Source: an optimization exercise on an open RTL-to-GDS flow (aim: small area, a short achievable clock period and few clock cycles per item). Production flows keep margins and buffers that such runs may drop.
In this exercise RTL edits were held to simulation tests only and were not proved equivalent to the original.
Power is estimated from default activity; no workload was simulated.

### design/flow/design.v
module SNN(
	clk,
	rst_n,
	in_valid,
	img,
	ker,
	weight,
	out_valid,
	out_data
);
input clk;
input rst_n;
input in_valid;
input [7:0] img;
input [7:0] ker;
input [7:0] weight;
output reg out_valid;
output reg [9:0] out_data;
genvar x, y;
reg [6:0] count_in;
wire [2:0] count_in_x;
wire [1:0] count_in_y;
wire [2:0] count_row;
reg [7:0] image[2:0][5:0];
reg [7:0] kernel[8:0];
reg [7:0] fc_weight[3:0];
reg conv_in_valid;
wire conv_out_valid;
reg [63:0] next_conv_in;
reg [71:0] conv_in;
wire [19:0] conv_out;
wire [7:0] conv_quantize_out;
wire conv_quantize_out_valid;
wire [7:0] max_pool_out;
wire max_pool_out_valid;
wire [16:0] fc_out_1;
wire [16:0] fc_out_2;
wire fc_out_valid;
wire [7:0] fc_quantization_out_1;
wire [7:0] fc_quantization_out_2;
wire fc_quantization_out_valid;
wire [9:0] l1_out;
wire l1_out_valid;
assign count_in_x = count_in % 'd6;
assign count_in_y = (count_in / 'd6) % 'd3;
assign count_row = (count_in / 'd6) % 'd6;
always@(posedge clk or negedge rst_n) begin
	if(!rst_n)
		count_in <= 0;
	else if(in_valid)
		count_in <= count_in + 1;
	else
		count_in <= 0;
end
generate
for(x=0;x<6;x=x+1) begin
	for(y=0;y<3;y=y+1) begin
		always@(posedge clk) begin
			if(x == count_in_x && count_in_y == y)
				image[y][x] <= img;
			else
				image[y][x] <= image[y][x];
		end
	end
end
for(x=0;x<9;x=x+1) begin
	always@(posedge clk) begin
		if(x == count_in)
			kernel[x] <= ker;
		else
			kernel[x] <= kernel[x];
	end
end
for(x=0;x<4;x=x+1) begin
	always@(posedge clk) begin
		if(in_valid && x == count_in)
			fc_weight[x] <= weight;
		else
			fc_weight[x] <= fc_weight[x];
	end
end
endgenerate
wire [23:0] row1;
wire [23:0] row2;
wire [23:0] row3;
assign row1 = {image[0][count_in_x],image[0][count_in_x-1],image[0][count_in_x-2]};
assign row2 = {image[1][count_in_x],image[1][count_in_x-1],image[1][count_in_x-2]};
assign row3 = {image[2][count_in_x],image[2][count_in_x-1],image[2][count_in_x-2]};
always@(*) begin
	case(count_in_y)
	'd2: next_conv_in = {row3[15:0],row2,row1};
	'd0: next_conv_in = {row1[15:0],row3,row2};
	'd1: next_conv_in = {row2[15:0],row1,row3};
	default: next_conv_in = 0;
	endcase
end
always@(*) begin
	if(count_row > 1 && count_in_x > 1)
		conv_in = {img,next_conv_in};
	else
		conv_in = 0;
end
always@(*) begin
	conv_in_valid = count_row > 1 && count_in_x > 1;
end
conv c1(
	.rst_n(rst_n),
	.clk(clk),
	.clk_valid(clk),
	.in_valid(conv_in_valid),
	.kernel({kernel[8],kernel[7],kernel[6],kernel[5],kernel[4],kernel[3],kernel[2],kernel[1],kernel[0]}),
	.image(conv_in),
	.out_valid(conv_out_valid),
	.out(conv_out)
);
quatization_1 q1(
	.rst_n(rst_n),
	.clk(clk),
	.in_valid(conv_out_valid),
	.in(conv_out),
	.out(conv_quantize_out),
	.out_valid(conv_quantize_out_valid)
);
max_pool m1(
	.rst_n(rst_n),
	.clk(clk),
	.in_valid(conv_quantize_out_valid),
	.in(conv_quantize_out),
	.out(max_pool_out),
	.out_valid(max_pool_out_valid)
);
fully_connect fc1(
	.rst_n(rst_n),
	.clk(clk),
	.in_valid(max_pool_out_valid),
	.in(max_pool_out),
	.weight({fc_weight[3],fc_weight[2],fc_weight[1],fc_weight[0]}),
	.out_1(fc_out_1),
	.out_2(fc_out_2),
	.out_valid(fc_out_valid)
);
quatization_2 q2(
	.rst_n(rst_n),
	.clk(clk),
	.in_valid(fc_out_valid),
	.in_1(fc_out_1),
	.in_2(fc_out_2),
	.out_1(fc_quantization_out_1),
	.out_2(fc_quantization_out_2),
	.out_valid(fc_quantization_out_valid)
);
L1_distance l1(
	.rst_n(rst_n),
	.clk(clk),
	.in_valid(fc_quantization_out_valid),
	.in_1(fc_quantization_out_1),
	.in_2(fc_quantization_out_2),
	.out(l1_out),
	.out_valid(l1_out_valid)
);
always@(posedge clk or negedge rst_n) begin
	if(!rst_n) begin
		out_data <= 0;
	end
	else if(l1_out_valid)
		out_data <= l1_out;
	else
		out_data <= 0;
end
always@(posedge clk or negedge rst_n) begin
	if(!rst_n) begin
		out_valid <= 0;
	end
	else
		out_valid <= l1_out_valid;
end
endmodule
module conv(
	input rst_n,
	input clk,
	input clk_valid,
	input in_valid,
	input [71:0] kernel,
	input [71:0] image,
	output reg out_valid,
	output reg [19:0] out
);
wire [15:0] mult_out[8:0];
genvar gen_conv;
generate
for(gen_conv=0;gen_conv<9;gen_conv=gen_conv+1)
	assign mult_out[gen_conv] = kernel[(gen_conv*8)+7:(gen_conv*8)] * image[(gen_conv*8)+7:(gen_conv*8)];
endgenerate
wire [19:0] next_out;
assign next_out = ( (mult_out[0] + mult_out[1]) + (mult_out[2] + mult_out[3]) ) + ( (mult_out[4] + mult_out[5]) + (mult_out[6] + mult_out[7]) + mult_out[8]);
always@(posedge clk) begin
	if(in_valid)
		out <= next_out;
	else
		out <= out;
end
always@(posedge clk_valid or negedge rst_n) begin
	if(!rst_n)
		out_valid <= 0;
	else
		out_valid <= in_valid;
end
endmodule
module quatization_1(
	input rst_n,
	input clk,
	input in_valid,
	input [19:0] in,
	output reg [7:0] out,
	output reg out_valid
);
wire [7:0] next_out;
assign next_out = in / 'd2295;
always@(*) begin
	out = next_out;
end
always@(*) begin
	out_valid = in_valid;
end
endmodule
module max_pool(
	input rst_n,
	input clk,
	input in_valid,
	input [7:0] in,
	output reg [7:0] out,
	output reg out_valid
);
reg [2:0] count_in;
reg [7:0] temp1;
reg [7:0] temp2;
wire [7:0] next_temp;
reg [7:0] cmp_in;
always@(posedge clk or negedge rst_n) begin
	if(!rst_n)
		count_in <= 0;
	else if(in_valid)
		count_in <= count_in + 1;
	else
		count_in <= count_in;
end
always@(posedge clk) begin
	if(in_valid && count_in == 0)
		temp1 <= in;
	else if(in_valid && (count_in == 'd1 || count_in == 'd4))
		temp1 <= next_temp;
	else
		temp1 <= temp1;
end
always@(posedge clk) begin
	if(in_valid && count_in == 'd2)
		temp2 <= in;
	else if(in_valid && (count_in == 'd3 || count_in == 'd6))
		temp2 <= next_temp;
	else
		temp2 <= temp2;
end
always@(*) begin
	case(count_in)
	'd1,'d4,'d5: cmp_in = temp1;
	'd3,'d6,'d7: cmp_in = temp2;
	default: cmp_in = temp1;
	endcase
end
assign next_temp = (cmp_in > in) ? cmp_in : in;
always@(posedge clk) begin
	if(count_in == 'd5 || count_in == 'd7)
		out <= next_temp;
	else
		out <= out;
end
always@(posedge clk or negedge rst_n) begin
	if(!rst_n)
		out_valid <= 0;
	else
		out_valid <= (count_in == 'd5 || count_in == 'd7) && in_valid;
end
endmodule
module fully_connect(
	input rst_n,
	input clk,
	input in_valid,
	input [7:0] in,
	input [31:0] weight,
	output reg [16:0] out_1,
	output reg [16:0] out_2,
	output reg out_valid
);
reg count_in;
wire [15:0] mul_out_1;
wire [15:0] mul_out_2;
reg [7:0] mul_in_1;
reg [7:0] mul_in_2;
reg [15:0] temp1;
reg [15:0] temp2;
always@(posedge clk or negedge rst_n) begin
	if(!rst_n)
		count_in <= 0;
	else if(in_valid)
		count_in <= ~count_in;
	else
		count_in <= count_in;
end
always@(*) begin
	case(count_in)
	'd0: mul_in_1 = weight[7:0];
	'd1: mul_in_1 = weight[23:16];
	endcase
end
always@(*) begin
	case(count_in)
	'd0: mul_in_2 = weight[15:8];
	'd1: mul_in_2 = weight[31:24];
	endcase
end
assign mul_out_1 = mul_in_1 * in;
assign mul_out_2 = mul_in_2 * in;
always@(posedge clk) begin
	if(in_valid)
		temp1 <= mul_out_1;
	else
		temp1 <= temp1;
end
always@(posedge clk) begin
	if(in_valid)
		temp2 <= mul_out_2;
	else
		temp2 <= temp2;
end
always@(*) begin
	if(in_valid && count_in)
		out_1 = mul_out_1 + temp1;
	else
		out_1 = 0;
end
always@(*) begin
	if(in_valid && count_in)
		out_2 = mul_out_2 + temp2;
	else
		out_2 = 0;
end
always@(*) begin
	out_valid = in_valid && count_in;
end
endmodule
module quatization_2(
	input rst_n,
	input clk,
	input in_valid,
	input [16:0] in_1,
	input [16:0] in_2,
	output reg [7:0] out_1,
	output reg [7:0] out_2,
	output reg out_valid
);
always@(*) begin
	out_1 = in_1 / 'd510;
end
always@(*) begin
	out_2 = in_2 / 'd510;
end
always@(*) begin
	out_valid = in_valid;
end
endmodule
module L1_distance(
	input rst_n,
	input clk,
	input in_valid,
	input [7:0] in_1,
	input [7:0] in_2,
	output reg [9:0] out,
	output reg out_valid
);
reg [1:0] count_in;
reg [7:0] temp [3:0];
wire [7:0] next_temp[3:0];
always@(posedge clk or negedge rst_n) begin
	if(!rst_n)
		count_in <= 0;
	else if(in_valid)
		count_in <= count_in + 1;
	else
		count_in <= count_in;
end
always@(posedge clk) begin
	if(in_valid && count_in == 0) begin
		temp[0] <= in_1;
		temp[1] <= in_2;
	end
	else if(in_valid && count_in == 'd1) begin
		temp[2] <= in_1;
		temp[3] <= in_2;
	end
	else begin
		temp[0] <= temp[0];
		temp[1] <= temp[1];
		temp[2] <= temp[2];
		temp[3] <= temp[3];
	end
end
reg [7:0] adder_in_1;
reg [7:0] adder_in_2;
reg [7:0] adder_in_3;
reg [7:0] adder_in_4;
always@(*) begin
	if(count_in == 'd2) begin
		adder_in_1 = (temp[0] > in_1) ? temp[0] - in_1 : in_1 - temp[0];
		adder_in_2 = (temp[1] > in_2) ? temp[1] - in_2 : in_2 - temp[1];
	end
	else begin
		adder_in_1 = 0;
		adder_in_2 = 0;
	end
end
always@(*) begin
	if(count_in == 'd3) begin
		adder_in_3 = (temp[2] > in_1) ? temp[2] - in_1 : in_1 - temp[2];
		adder_in_4 = (temp[3] > in_2) ? temp[3] - in_2 : in_2 - temp[3];
	end
	else begin
		adder_in_3 = 0;
		adder_in_4 = 0;
	end
end
wire [7:0] real_adder_in_1;
wire [7:0] real_adder_in_2;
assign real_adder_in_1 = (count_in == 'd3) ? adder_in_3 : adder_in_1;
assign real_adder_in_2 = (count_in == 'd3) ? adder_in_4 : adder_in_2;
wire [8:0] adder_out;
assign adder_out = real_adder_in_1 + real_adder_in_2;
reg [8:0] temp_out;
always@(posedge clk) begin
	if(count_in == 'd2)
		temp_out <= adder_out;
	else
		temp_out <= temp_out;
end
wire [9:0] sum;
wire [9:0] next_out;
assign sum = adder_out + temp_out;
assign next_out = (sum > 'd15) ? sum : 0;
always@(*) begin
	out = next_out;
end
always@(*) begin
	out_valid = count_in == 'd3 && in_valid;
end
endmodule
### design/flow/run.sh
#!/bin/bash
# synth_recipe.tcl (not shown) runs the flow's synth.tcl, then flattens the netlist and writes it again
# the make line also repeats each setting of config.mk as NAME=value (left out here)
make -C /OpenROAD-flow-scripts/flow DESIGN_CONFIG=/design/flow/config.mk WORK_HOME=/design/flow/orfs CLKGATE_MAP_FILE= SYNTH_SCRIPT=/design/flow/synth_recipe.tcl finish
### design/flow/config.mk
export PLATFORM = sky130hd
export DESIGN_NAME = SNN
export DESIGN_NICKNAME = SNN
export VERILOG_FILES = /design/flow/design.v
export SDC_FILE = /design/flow/constraint.sdc
export NUM_CORES = 4
export LEC_CHECK = 0
export CAP_MARGIN = 20
export CORE_MARGIN = 2
export CORE_UTILIZATION = 40
export SLEW_MARGIN = 20
### design/flow/constraint.sdc
create_clock -name core_clock -period 17.0 [get_ports {clk}]
set_input_delay 3.4000 -clock core_clock [delete_from_list [all_inputs] [get_ports {clk}]]
set_output_delay 3.4000 -clock core_clock [all_outputs]
set_load 0.01 [all_outputs]
==> summary.txt <==
Post-Layout Inst Area=64350 um^2; Max Fclk=61.45 MHz; Final min period=16270 ps; slowest stage delay, CP=910 ps; share of the synthesized area in the top cell type=0.1979; hold path depth=1; layout cells sized above 1=0.09765; status=timing/DRC/antenna clean; vias per inst=5.984; worst hold slack=561.6 ps; area grow syn2layout=11.62%; Power per Cell Area=66.96 nW/um^2; Die W=383.7 um; Main synth FF type=edfxtp_1; endpoint type of the worst setup path=flop; sequential fraction of the synthesis area=0.2014; cell taking the most area after synthesis=fa_1; final core utilization=0.4491; vias in the first global route=50590; MaxCap Viol Count=0; Reg2Reg Depth=60; number of flops mapped to enable cells by yosys=365; Hold Fails Final Rpt=0; die height=383.7 um; worst setup path startpoint=count_in[6]$_DFF_PN0_; PortBufs=37; Worst Max-Slew Pin Slew=1196 ps; initial antenna violation count=3; most common cell after layout, fill and taps aside=inv_1; Synth cell types=124; Synth async-reset ratio=0.06650; router iterations before antenna repair=13; core box area=143300 um^2; startpoint class of the critical path=flop; DP Area=61340 um^2; Final GP Congestion=1.096; clock sink total=391; Min-Delay Path Class=flop to flop; YS warnings=11; fin nets=7667; pin count of the biggest net entering global routing=72; H-tree levels=2; Clock transition at path regs=60 ps; # rows=139; relative slew slack=0.1995; post-synthesis register bit count=391; Worst EP required=17460 ps; die area=147200 um^2; Period Utilization, post-route=0.9572; fin. max-slew vios=0; HPWL Detailed=157800 um; Fill cells=13910; clock buffer depth=3; Setup Skew=81.55 ps; post-route ant nets=0; Critical-path top delay cell=nor2_1; TritonCTS buffer count=51; Setup violations, final=0; Routed WL=202900 um; reg2reg start=count_in[6]$_DFF_PN0_; Syn Area/Cell=9.016 um^2; commonest non-fill, non-tap cells in the layout=882 x inv_1, 638 x nand2_1, 568 x fa_1; CP arrival=16730 ps; Tot GR Track Use=0.2711; CTS tree=yes; crit path kind=flop to flop; routed len/inst=23.90 um; Synth Instances=6395; maximum VDD drop=0.08041 mV; Hold Crit Start=m1.count_in[0]$_DFFE_PN0P_; Root Driver=clkbuf_16; initial drt markers=5763; Post-Syn Nets=7519; DRC Markers=0; CP dominant cell by count=fa_1; synthesized area=57660 um^2; Leakage=29.08 nW; Initial Util=0.4023; remaining global-route overflow=0; Clock Latency Late Sink=710 ps; Area contributors post-synth=fa_1 20%, edfxtp_1 19%, ha_1 11%, inv_1 5.8%, nand2_1 4.2%; first-pass GRT wire length=308000 um; I/O pin cnt=38; Vias=50810; critical path fanouts, max=20
==> cell families after synthesis <==
kind of cell / Yosys count / share of synthesized area
AOI/OAI and AO/OA: 1511 / 0.1881
xor gates and xnor gates: 215 / 0.03312
adders and majority gates: 1105 / 0.3137
buffers and inverters: 1113 / 0.07335
DFF: 391 / 0.2014
muxes: 109 / 0.01955
and+or+nand+nor: 1951 / 0.1708
==> final timing paths <==
path | endpoint | slack, ps
setup / recovery | c1.out[18]$_DFFE_PP_ | 730
hold / removal | m1.count_in[0]$_DFFE_PN0P_ | 560
setup reg to reg | c1.out[18]$_DFFE_PP_ | 730
hold reg to reg | m1.count_in[0]$_DFFE_PN0P_ | 560
max in group asynchronous | fc1.count_in$_DFFE_PN0P_ | 13560
min in group asynchronous | out_data[8]$_DFF_PN0_ | 2820
==> cell usage after synthesis (all sizes together), types with 103 or more instances <==
cell / count
a21oi: 311
a22oi: 194
and2: 315
and3: 103
clkbuf: 178
edfxtp: 365
fa: 570
ha: 527
inv: 890
nand2: 641
nand3: 107
nor2: 289
nor2b: 159
o21ai: 216
xnor2: 154
==> area by class of cell <==
class                      count  area [um^2]  area share
inverter                     891         3349     0.05205
clock inverter                37        471.7    0.007330
antenna                        3        7.507   0.0001167
sequential                   391        11610      0.1805
multi-input combinational   4891        42700      0.6636
clock buffer                  58         1333     0.02071
timing repair buffer         317         2494     0.03875
tap                         1903         2381     0.03700
==> worst max-delay path, delay by kind of cell (launching register included) <==
family	cells	cell delay (ps)
adders and majority gates	16	6880
and+or+nand+nor	10	2500
AOI/OAI and AO/OA	22	4100
buffers and inverters	8	870
DFF	1	530
xor gates and xnor gates	4	1140
==> report_power, final <==
part	total (mW)	internal (mW)	switching, mW
Combinational	1.98	0.712	1.27
Sequential	1.15	1.10	0.0497
Clock	1.18	0.670	0.508
==> state kept, by name, summed over array words and instances, names as in the netlist, 2 cells and up <==
| signal | flops |
|---|---|
| image | 144 |
| kernel | 72 |
| fc_weight | 32 |
| l1.temp | 32 |
| c1.out | 20 |
| fc1.temp1 | 16 |
| fc1.temp2 | 16 |
| out_data | 10 |
| l1.temp_out | 9 |
| m1.out | 8 |
| m1.temp1 | 8 |
| m1.temp2 | 8 |
| count_in | 7 |
| m1.count_in | 3 |
| l1.count_in | 2 |
==> routing by layer <==
layer / vias up / global-route usage / routed length, um
li1: 22800 / - / -
met1: 25070 / 0.3503 / 81700
met2: 2414 / 0.4455 / 94190
met3: 529 / 0.04931 / 16900
met4: 4 / 0.1138 / 10080
met5: - / 0 / 30
==> per-stage QoR <==
step           setup WS, ps  instances  total power [mW]  setup TNS [ps]
3_3_place_gp          153.3       8345             2.989               0
3_5_place_dp         -247.9       8345             2.999          -880.4
2_1_floorplan         44.55       6395             2.397               0
6_report              727.0       8491             4.309               0
4_1_cts               32.18       8441             4.199               0
5_1_grt              -243.1       8488             4.537          -952.5
==> timing repair <==
item	in CTS	in global routing
hold buffers	0	0
resized for setup	11	165
buffers inserted	1	45
endpoints found under the hold margin	0	0
setup endpoints to repair	6	23
pin swaps	3	64
Testbench counts, summed over its fixed seeds: cycles 14,208, items 192.

what the ideal ports hide:
The flow's constraints put no driver on any port. The routed layout listed below was extracted and timed again, unchanged, in two steps.
Step 1: set_driving_cell puts a clkbuf_16 on clk and a buf_2 on each other input, an assumption about the parent block.
Step 2 times the ports against the registers' clock, not the clock port: input delays grow and output delays shrink by t, the midpoint of the rising clock arrivals with the driver on.
Three values: ideal ports, drivers, drivers and shift; two values: the first two.
t (ns): 0.744
slack for setup (ns): 0.727 / 0.727 / 0.727
hold slack, ns: 0.562 / 0.562 / 0.562
clock arrival spread, ns: 0.084 / 0.083
slew at the worst register clock pin (ns): 0.08 / 0.08
After both steps this run still meets setup and hold. The setup slack of this run moves by 0.000 ns with the drivers and by 0.000 ns with both steps.
